This is an optimization exercise on Yosys and OpenROAD, whose aim is small area and a short achievable clock period, not a production implementation.
Where RTL was checked, it was by simulation tests only, not by an equivalence proof against the original.

Design IDP_encoder_42, start of the top module:
module IDP_encoder_42(
  input wire [28:0] datain,
  input wire clock,
  output reg [41:0] codeout
);
Size: roughly 1,800 cells after synthesis.
export LEC_CHECK = 0
export ABC_AREA = 1
export CAP_MARGIN = 20
export CORE_MARGIN = 2
export CORE_UTILIZATION = 50
export CTS_CLUSTER_DIAMETER = 60
export CTS_CLUSTER_SIZE = 10
export SLEW_MARGIN = 20
create_clock -name core_clock -period 70.0 [get_ports {clock}]
standard.sh (not shown) runs the stock make flow with config.mk's settings and CLKGATE_MAP_FILE= SYNTH_SCRIPT=/design/flow/synth_recipe.tcl, a recipe that flattens the netlist after the stock synthesis.
==> flow/flow/run.sh <==
#!/bin/bash
set -euo pipefail
W=$(pwd)
rm -rf "$W/scripts_mod"
cp -r "$FLOW_HOME/scripts" "$W/scripts_mod"
cp "$W/flow/abc_area.script" "$W/scripts_mod/abc_area.script"
EXTRA=()
if [[ -f "$W/flow/make_args" ]]; then read -r -a EXTRA < "$W/flow/make_args"; fi
bash "$W/standard.sh" SCRIPTS_DIR="$W/scripts_mod" "${EXTRA[@]}" finish > "$W/orfs_make.log" 2>&1 || { tail -50 "$W/orfs_make.log"; exit 1; }
tail -5 "$W/orfs_make.log"
==> flow/flow/abc_area.script <==
strash
dc2
dch -f
amap -m
topo
stime -c
==> flow/flow/make_args <==
SETUP_SLACK_MARGIN=32
The baseline aborted during global routing (5_1_grt).
Then changed:
--- a/flow/flow/run.sh
+++ b/flow/flow/run.sh
@@ -8 +8 @@
-if [[ -f "$W/flow/make_args" ]]; then read -r -a EXTRA < "$W/flow/make_args"; fi
+if [[ -f "$W/flow/make_args" ]]; then mapfile -t EXTRA < "$W/flow/make_args"; fi
==> flow/flow/abc_area.script (replaced) <==
strash
dc2
dch -f
map -D 24000
topo
buffer -c
upsize -c -D 24000
dnsize -c -D 24000
==> flow/flow/make_args (replaced) <==
BUFFER_PORTS_ARGS=-buffer_cell sky130_fd_sc_hd__buf_2
CORE_UTILIZATION = 45   (was 50)
The changed run completed without violations.
Synthesized area grows by 7.3%.
Synthesized cell count goes up by 2.4%.
Then changed:
==> flow/flow/abc_area.script (replaced) <==
strash
dc2
dch -f
map -D 20000
topo
buffer -c
upsize -c -D 20000
dnsize -c -D 20000
Outcome:
- The new run passed the timing, design-rule and antenna checks
- synthesized cell count went down by 1.1%
- die area climbs by 14%
- utilization fell by 0.84 points
- final area went up by about 13%
- wire length is higher by 2.2%
- cell count rose by 1.3%
- via count came out lower by 0.86%
- count of clock-buffer cells in the layout stays the same
- synthesized area went up by about 14%
- worst setup slack improved by 4400 ps
No run of this note included a check of the RTL's function; only the layout flow was run.


IDP_encoder_42, a different RTL version from the one above (not shown whole).
Size in the first run: roughly 1800 cells after synthesis, roughly 35 flip-flops.
Settings: LEC_CHECK=0, ABC_AREA=1, CAP_MARGIN=20, CORE_MARGIN=2, CORE_UTILIZATION=45, CTS_BUF_LIST=sky130_fd_sc_hd__clkbuf_8, CTS_CLUSTER_DIAMETER=150, CTS_CLUSTER_SIZE=40, PLACE_DENSITY=0.75, SLEW_MARGIN=20; clock period 70.0 ns.
==> flow/flow/run.sh <==
#!/bin/bash
set -euo pipefail
W=$(pwd)
rm -rf "$W/scripts_mod"
cp -r "$FLOW_HOME/scripts" "$W/scripts_mod"
cp "$W/flow/abc_area.script" "$W/scripts_mod/abc_area.script"
EXTRA=()
if [[ -f "$W/flow/make_args" ]]; then mapfile -t EXTRA < "$W/flow/make_args"; fi
bash "$W/standard.sh" SCRIPTS_DIR="$W/scripts_mod" "${EXTRA[@]}" finish > "$W/orfs_make.log" 2>&1 || { tail -50 "$W/orfs_make.log"; exit 1; }
tail -5 "$W/orfs_make.log"
==> flow/flow/abc_area.script <==
strash
dc2
dch -f
map -D 11000
strash
dch -f
map -D 11000
topo
buffer -c
upsize -c -D 11000
dnsize -c -D 11000
==> flow/flow/make_args <==
BUFFER_PORTS_ARGS=-buffer_cell sky130_fd_sc_hd__buf_1
Rerun with:
==> flow/flow/abc_area.script (replaced) <==
strash
dc2
dch -f
map -D 10000
strash
dch -f
map -D 10000
topo
buffer -c
upsize -c -D 10000
dnsize -c -D 10000
Global-route usage decreases by 0.61 points; fmax increases slightly; core utilization decreases by 1.1 points; die area increases slightly; design area barely changes; count of clock-buffer cells in the layout stays the same; area after synthesis increases slightly; non-clock buffer count is unchanged; cell count increases slightly; worst setup slack improved by 330 ps.
Rerun with:
==> flow/flow/abc_area.script (replaced) <==
strash
dc2
&get -n
&dch -f
&nf -D 12000 -R 1000
&put
topo
buffer -c
upsize -c -D 12000
dnsize -c -D 12000
The changed run went through all stages and came out clean.
Worst setup slack gets worse by 3300 ps.
Cell area came out lower by a few percent.
Critical path depth went up by 1.
Cell count drops by roughly a tenth.
Global-route usage drops by 0.39 points.
Non-clock buffer count rises by 3.
Rerun with:
==> flow/flow/abc_area.script (replaced) <==
strash
dc2
dch -f
map -D 12000
topo
buffer -c
upsize -c -D 12000
dnsize -c -D 12000
==> flow/flow/make_args (replaced) <==
BUFFER_PORTS_ARGS=-buffer_cell sky130_fd_sc_hd__buf_2
Settings changed: CTS_BUF_LIST sky130_fd_sc_hd__clkbuf_8 to unset, CTS_CLUSTER_DIAMETER 150 to 60, CTS_CLUSTER_SIZE 40 to 10.
What happened: Count of clock-buffer cells in the layout went up by 1. Setup slack improves by 1500 ps. Utilization went up by 1.2 points. Maximum frequency went up by 5.0%. Synthesized area went up by 1.2%.
Rerun with:
==> flow/flow/abc_area.script (replaced) <==
strash
dc2
dch -f
map -D 12000
strash
dch -f
map -D 12000
topo
buffer -c
upsize -c -D 12000
dnsize -c -D 12000
==> flow/flow/make_args (replaced) <==
BUFFER_PORTS_ARGS=-buffer_cell sky130_fd_sc_hd__buf_1
Settings changed: CORE_UTILIZATION 45 to 65, CTS_BUF_LIST set to sky130_fd_sc_hd__clkbuf_8, CTS_CLUSTER_DIAMETER 60 to 150, CTS_CLUSTER_SIZE 10 to 40, PLACE_DENSITY 0.75 to 0.8.
=> Maximum frequency rose by 1.9%. Setup slack gains 560 ps. Worst hold slack loses 29 ps. Final cell count fell by 5.8%. Routed wire length fell by 0.98%. Core utilization rose by 21 points. Global-route usage rose by 11 points. Via count fell by 0.66%. Count of clock-buffer cells in the layout fell by 1. Non-clock buffer count is unchanged.
Rerun with:
Settings changed: CORE_UTILIZATION 65 to 45, GPL_ROUTABILITY_DRIVEN set to 0, GPL_TIMING_DRIVEN set to 0, PLACE_DENSITY 0.8 to 0.75.
Effect: The new run finished clean; core utilization went down by 21 points; via count went down by about 2%; first-iteration DRC count went down by about 6%.

-- separate check: timing with driven ports --
How much do the figures lean on ideal ports? The routed layouts below were timed once more, with nothing changed but the port constraints. Step 1, drivers: a clkbuf_16 drives clock and a buf_2 each remaining input, both assumed. Step 2 times the ports against the registers' clock, not the clock port: input delays grow and output delays shrink by t, the midpoint of the rising clock arrivals with the driver on. a / b / c = ideal / step 1 / step 2; a / b = the first two.
run | t, ns | setup WS [ns] | hold slack, ns | worst register clock-pin slew, ns | worst data-port slew with drivers (ns)
the second run of note 1 | 0.344 | 24.538 / 24.564 / 24.220 | 14.193 / 14.168 / 14.414 | 0.07 / 0.07 | 0.03
the third run of note 1 | 0.348 | 28.936 / 28.959 / 28.610 | 14.244 / 14.219 / 14.411 | 0.07 / 0.07 | 0.03
the first run of note 2 | 0.322 | 41.334 / 41.300 / 41.622 | 14.206 / 14.193 / 14.414 | 0.07 / 0.07 | 0.04
the second run of note 2 | 0.325 | 41.662 / 41.626 / 41.951 | 14.292 / 14.277 / 14.416 | 0.08 / 0.08 | 0.03
the third run of note 2 | 0.355 | 38.345 / 38.365 / 38.010 | 14.091 / 14.073 / 14.426 | 0.11 / 0.11 | 0.03
the fourth run of note 2 | 0.314 | 39.856 / 39.874 / 39.560 | 14.234 / 14.217 / 14.416 | 0.05 / 0.05 | 0.03
the fifth run of note 2 | 0.330 | 40.415 / 40.380 / 40.137 | 14.205 / 14.190 / 14.414 | 0.08 / 0.08 | 0.04
the sixth run of note 2 | 0.346 | 40.125 / 40.089 / 40.434 | 14.283 / 14.265 / 14.403 | 0.09 / 0.09 | 0.03
After both steps setup and hold are still met in every run listed. For the third run of note 2, which loses most, drivers alone change the setup slack by +0.020 ns; drivers and shift together by -0.335 ns.
